This is an optimization exercise on Yosys and OpenROAD, whose aim is small area, a short achievable clock period and few clock cycles per item, not a production implementation.

alpha:
==> module pipelined_div_radix2, before the edit <==
module pipelined_div_radix2 #(
		parameter COMB_BUSY = 0
	)(
		input wire iCLOCK,
		input wire inRESET,
		input wire iREMOVE,
		output wire oSOURCE_BUSY,
		input wire iSOURCE_VALID,
		input wire iSOURCE_SIGN,
		input wire [31:0] iSOURCE_DIVIDEND,
		input wire [31:0] iSOURCE_DIVISOR,
		input wire iOUT_BUSY,
		output wire oOUT_VALID,
		output wire [31:0] oOUT_DATA_Q,
		output wire [31:0] oOUT_DATA_R
	);
	localparam [2:0] PH_FIRST = 3'd0;
	localparam [2:0] PH_ITER  = 3'd1;
	localparam [2:0] PH_NEG1  = 3'd2;
	localparam [2:0] PH_NEG2  = 3'd3;
	localparam [2:0] PH_PSUB  = 3'd4;
	reg b_run;
	reg b_valid;
	reg [2:0] b_ph;
	reg b_post;			 
	reg b_an;			 
	reg b_bn;			 
	reg b_cin;			 
	reg [5:0] b_sa;		 
	reg [5:0] b_cnt;	 
	reg [31:0] b_r;		 
	reg [31:0] b_y;		 
	reg [31:0] b_q;		 
	wire accept = iSOURCE_VALID && !oSOURCE_BUSY && !iREMOVE;
	wire src_an = iSOURCE_SIGN && iSOURCE_DIVIDEND[31];
	wire src_bn = iSOURCE_SIGN && iSOURCE_DIVISOR[31];
	function [5:0] func_clz;
		input [31:0] v;
		integer i;
		begin
			func_clz = 6'd32;
			for(i = 0; i < 32; i = i + 1)begin
				if(v[i])begin
					func_clz = 6'd31 - i[5:0];
				end
			end
		end
	endfunction
	wire qn = b_an ^ b_bn;
	wire [6:0] first_d = {1'b0, b_cnt} - {1'b0, b_sa};
	wire first_skip = first_d[6];
	wire [4:0] first_j = first_d[5]? 5'd31 : first_d[4:0];
	wire first_bz = (b_cnt == 6'd32) && !b_bn;
	wire ph_first = (b_ph == PH_FIRST);
	wire ph_iter = (b_ph == PH_ITER);
	wire amt_zero = qn && (ph_first || (b_ph == PH_NEG2));
	wire [4:0] sh_amt = amt_zero? 5'd0 : (ph_first? first_j : b_cnt[4:0]);
	wire [31:0] sh_y = (b_q << sh_amt) ^ {32{!b_bn}};
	wire [32:0] add_s = {1'b0, b_r} + {1'b0, b_y} + {32'd0, b_cin};
	wire step_ok = add_s[32];
	wire last_iter = (b_cnt == 6'd0);
	reg fin;
	always@* begin
		case(b_ph)
			PH_FIRST : fin = first_bz || first_skip;
			PH_ITER  : fin = last_iter && !b_an;
			PH_NEG2  : fin = b_post;
			PH_PSUB  : fin = !step_ok && !b_an;
			default  : fin = 1'b0;
		endcase
	end
	generate
		if(COMB_BUSY)begin : GEN_COMB_BUSY
			assign oSOURCE_BUSY = b_run || (b_valid && iOUT_BUSY);
		end
		else begin : GEN_REG_BUSY
			assign oSOURCE_BUSY = b_run || b_valid;
		end
	endgenerate
	always@(posedge iCLOCK or negedge inRESET)begin
		if(!inRESET)begin
			b_run <= 1'b0;
			b_valid <= 1'b0;
		end
		else if(iREMOVE)begin
			b_run <= 1'b0;
			b_valid <= 1'b0;
		end
		else if(accept)begin
			b_run <= 1'b1;
			b_valid <= 1'b0;
		end
		else if(b_run)begin
			if(fin)begin
				b_run <= 1'b0;
				b_valid <= 1'b1;
			end
		end
		else if(!iOUT_BUSY)begin
			b_valid <= 1'b0;
		end
	end
	always@(posedge iCLOCK)begin
		if(accept)begin
			b_ph <= PH_FIRST;
			b_post <= 1'b0;
			b_an <= src_an;
			b_bn <= src_bn;
			b_sa <= src_an? 6'd0 : func_clz(iSOURCE_DIVIDEND);
			b_cnt <= func_clz(iSOURCE_DIVISOR ^ {32{src_bn}});
			b_r <= iSOURCE_DIVIDEND;
			b_q <= iSOURCE_DIVISOR;
		end
		else if(b_run)begin
			case(b_ph)
				PH_FIRST : begin
					b_cnt <= {1'b0, first_j};
					b_y <= sh_y;
					b_cin <= !b_bn;
					if(first_bz)begin
						b_q <= {{31{!b_an}}, 1'b1};
					end
					else if(first_skip)begin
						b_q <= 32'd0;
					end
					else if(b_an)begin
						b_y <= ~b_r;
						b_cin <= 1'b1;
						b_r <= 32'd0;
						b_ph <= PH_NEG2;
					end
					else if(qn)begin
						b_ph <= PH_PSUB;
					end
					else begin
						b_q <= 32'd0;
						b_ph <= PH_ITER;
					end
				end
				PH_NEG1 : begin
					b_y <= ~b_r;
					b_cin <= 1'b1;
					b_r <= 32'd0;
					b_ph <= PH_NEG2;
				end
				PH_NEG2 : begin
					b_r <= add_s[31:0];
					b_y <= sh_y;
					b_cin <= !b_bn;
					if(b_post)begin
						b_ph <= PH_NEG2;
					end
					else if(qn)begin
						b_ph <= PH_PSUB;
					end
					else begin
						b_q <= 32'd0;
						b_ph <= PH_ITER;
					end
				end
				PH_PSUB : begin
					b_y <= sh_y;
					if(step_ok)begin
						b_r <= add_s[31:0];
						b_q <= 32'hFFFFFFFF;
						b_ph <= PH_ITER;
					end
					else begin
						b_q <= 32'd0;
						b_post <= 1'b1;
						b_ph <= PH_NEG1;
					end
				end
				default : begin
					b_cnt <= b_cnt - 6'd1;
					b_y <= {1'b1, b_y[31:1]};
					b_q <= {b_q[30:0], step_ok ^ qn};
					if(step_ok)begin
						b_r <= add_s[31:0];
					end
					if(last_iter)begin
						b_post <= 1'b1;
						b_ph <= PH_NEG1;
					end
				end
			endcase
		end
	end
	assign oOUT_VALID = b_valid;
	assign oOUT_DATA_Q = b_q;
	assign oOUT_DATA_R = b_r;
endmodule
make LEC_CHECK=0 CAP_MARGIN=20 CORE_MARGIN=2 CORE_UTILIZATION=40 SETUP_SLACK_MARGIN=5 SLEW_MARGIN=20 finish   # period 10.0 ns
run.sh (not shown) runs the stock make flow with config.mk's settings and CLKGATE_MAP_FILE= SYNTH_SCRIPT=/design/flow/synth_recipe.tcl, a recipe that flattens the netlist after the stock synthesis.
#### Input delta (beta over alpha)
==> flow/design.v <==
`default_nettype none
`default_nettype wire
`default_nettype none
`default_nettype wire
`default_nettype none
module pipelined_div_radix2(
		input wire iCLOCK,
		input wire inRESET,
		input wire iREMOVE,
		output wire oSOURCE_BUSY,
		input wire iSOURCE_VALID,
		input wire iSOURCE_SIGN,
		input wire [31:0] iSOURCE_DIVIDEND,
		input wire [31:0] iSOURCE_DIVISOR,
		input wire iOUT_BUSY,
		output wire oOUT_VALID,
		output wire [31:0] oOUT_DATA_Q,
		output wire [31:0] oOUT_DATA_R
	);
	localparam [2:0] PH_FIRST = 3'd0;
	localparam [2:0] PH_ITER  = 3'd1;
	localparam [2:0] PH_NEG1  = 3'd2;
	localparam [2:0] PH_NEG2  = 3'd3;
	localparam [2:0] PH_PSUB  = 3'd4;
	reg b_run;
	reg b_valid;
	reg [2:0] b_ph;
	reg b_post;			 
	reg b_an;			 
	reg b_bn;			 
	reg [5:0] b_sa;		 
	reg [5:0] b_cnt;	 
	reg [31:0] b_r;		 
	reg [32:0] b_d;		 
	reg [31:0] b_q;		 
	wire accept = iSOURCE_VALID && !oSOURCE_BUSY && !iREMOVE;
	wire src_an = iSOURCE_SIGN && iSOURCE_DIVIDEND[31];
	wire src_bn = iSOURCE_SIGN && iSOURCE_DIVISOR[31];
	function [5:0] func_clz;
		input [31:0] v;
		integer i;
		begin
			func_clz = 6'd32;
			for(i = 0; i < 32; i = i + 1)begin
				if(v[i])begin
					func_clz = 6'd31 - i[5:0];
				end
			end
		end
	endfunction
	wire qn = b_an ^ b_bn;
	wire [6:0] first_j = {1'b0, b_cnt} - {1'b0, b_sa} + {6'd0, b_an};
	wire first_skip = first_j[6];
	wire first_bz = (b_cnt == 6'd32) && !b_bn;
	wire ph_first = (b_ph == PH_FIRST);
	wire ph_iter = (b_ph == PH_ITER);
	wire ph_neg1 = (b_ph == PH_NEG1);
	wire ph_neg2 = (b_ph == PH_NEG2);
	wire ph_psub = (b_ph == PH_PSUB);
	wire amt_zero = qn && (ph_first || (ph_neg2 && !b_post));
	wire [5:0] sh_amt = amt_zero? 6'd0 : (ph_first? first_j[5:0] : b_cnt);
	wire [32:0] sh_d = {b_bn, b_q} << sh_amt;
	wire add_mode = b_bn && (ph_iter || ph_psub);
	wire [33:0] add_s = {2'b00, b_r} + {1'b0, (add_mode? b_d : ~b_d)} + {33'd0, !add_mode};
	wire step_ok = add_s[33];
	wire last_iter = (b_cnt == 6'd0);
	reg fin;
	always@* begin
		fin = 1'b0;
		case(b_ph)
			PH_FIRST : fin = first_bz || first_skip;
			PH_ITER  : fin = last_iter && !b_an;
			PH_NEG2  : fin = b_post;
			PH_PSUB  : fin = !step_ok && !b_an;
			default  : fin = 1'b0;
		endcase
	end
	assign oSOURCE_BUSY = b_run || (b_valid && iOUT_BUSY);
	always@(posedge iCLOCK or negedge inRESET)begin
		if(!inRESET)begin
			b_run <= 1'b0;
			b_valid <= 1'b0;
		end
		else if(iREMOVE)begin
			b_run <= 1'b0;
			b_valid <= 1'b0;
		end
		else if(accept)begin
			b_run <= 1'b1;
			b_valid <= 1'b0;
		end
		else if(b_run)begin
			if(fin)begin
				b_run <= 1'b0;
				b_valid <= 1'b1;
			end
		end
		else if(!iOUT_BUSY)begin
			b_valid <= 1'b0;
		end
	end
	always@(posedge iCLOCK)begin
		if(accept)begin
			b_ph <= PH_FIRST;
			b_post <= 1'b0;
			b_an <= src_an;
			b_bn <= src_bn;
			b_sa <= func_clz(iSOURCE_DIVIDEND ^ {32{src_an}});
			b_cnt <= func_clz(iSOURCE_DIVISOR ^ {32{src_bn}});
			b_r <= iSOURCE_DIVIDEND;
			b_q <= iSOURCE_DIVISOR;
		end
		else if(b_run)begin
			case(b_ph)
				PH_FIRST : begin
					b_cnt <= first_j[5:0];
					if(first_bz)begin
						b_q <= {{31{!b_an}}, 1'b1};
					end
					else if(first_skip)begin
						b_q <= 32'd0;
					end
					else if(b_an)begin
						b_d <= {b_r[31], b_r};
						b_r <= 32'd0;
						b_ph <= PH_NEG2;
					end
					else if(qn)begin
						b_d <= sh_d;
						b_ph <= PH_PSUB;
					end
					else begin
						b_d <= sh_d;
						b_q <= 32'd0;
						b_ph <= PH_ITER;
					end
				end
				PH_NEG1 : begin
					b_d <= {b_r[31], b_r};
					b_r <= 32'd0;
					b_ph <= PH_NEG2;
				end
				PH_NEG2 : begin
					b_r <= add_s[31:0];
					b_d <= sh_d;
					if(b_post)begin
						b_ph <= PH_NEG2;
					end
					else if(qn)begin
						b_ph <= PH_PSUB;
					end
					else begin
						b_q <= 32'd0;
						b_ph <= PH_ITER;
					end
				end
				PH_PSUB : begin
					b_d <= sh_d;
					if(step_ok)begin
						b_r <= add_s[31:0];
						b_q <= 32'hFFFFFFFF;
						b_ph <= PH_ITER;
					end
					else begin
						b_q <= 32'd0;
						b_post <= 1'b1;
						b_ph <= PH_NEG1;
					end
				end
				default : begin
					b_cnt <= b_cnt - 6'd1;
					b_d <= {b_d[32], b_d[32:1]};
					b_q <= {b_q[30:0], step_ok ^ qn};
					if(step_ok)begin
						b_r <= add_s[31:0];
					end
					if(last_iter)begin
						b_post <= 1'b1;
						b_ph <= PH_NEG1;
					end
				end
			endcase
		end
	end
	assign oOUT_VALID = b_valid;
	assign oOUT_DATA_Q = b_q;
	assign oOUT_DATA_R = b_r;
endmodule
`default_nettype wire
Results
The run with more routed wire is alpha, not beta. Looking at alpha and beta, the clock network area share is a wash. The setup slack of beta is smaller than that of alpha. Against alpha, combined area of the multi-input logic cells in beta fell by a few percent. In the tables for alpha and beta, final-layout fill cell count reads higher with alpha. Of the two candidates, alpha has the worse final area and beta the better one.
No run of this note included a check of the RTL's function; only the layout flow was run.

[static timing again, ports no longer ideal]
No port has a modelled driver above. Below, the same layouts with a new extraction and two added sets of constraints.
Step 1, drivers: a clkbuf_16 drives iCLOCK and a buf_2 each remaining input, both assumed.
Step 2 times the ports against the registers' clock, not the clock port: input delays grow and output delays shrink by t, the midpoint of the rising clock arrivals with the driver on.
Three values: no drivers, after step 1, after step 2; two values: the first two.
run	shift t [ns]	setup WS [ns]	worst data-port slew with drivers (ns)	cell pins on the clock port's net
alpha	0.478	5.350 / 5.350 / 4.910	0.04	1
beta	0.474	5.075 / 5.046 / 4.785	0.04	1
After both steps every run listed still meets setup and hold. The setup slack of alpha, which loses most, moves by 0.000 ns with the drivers and by -0.440 ns with both steps.
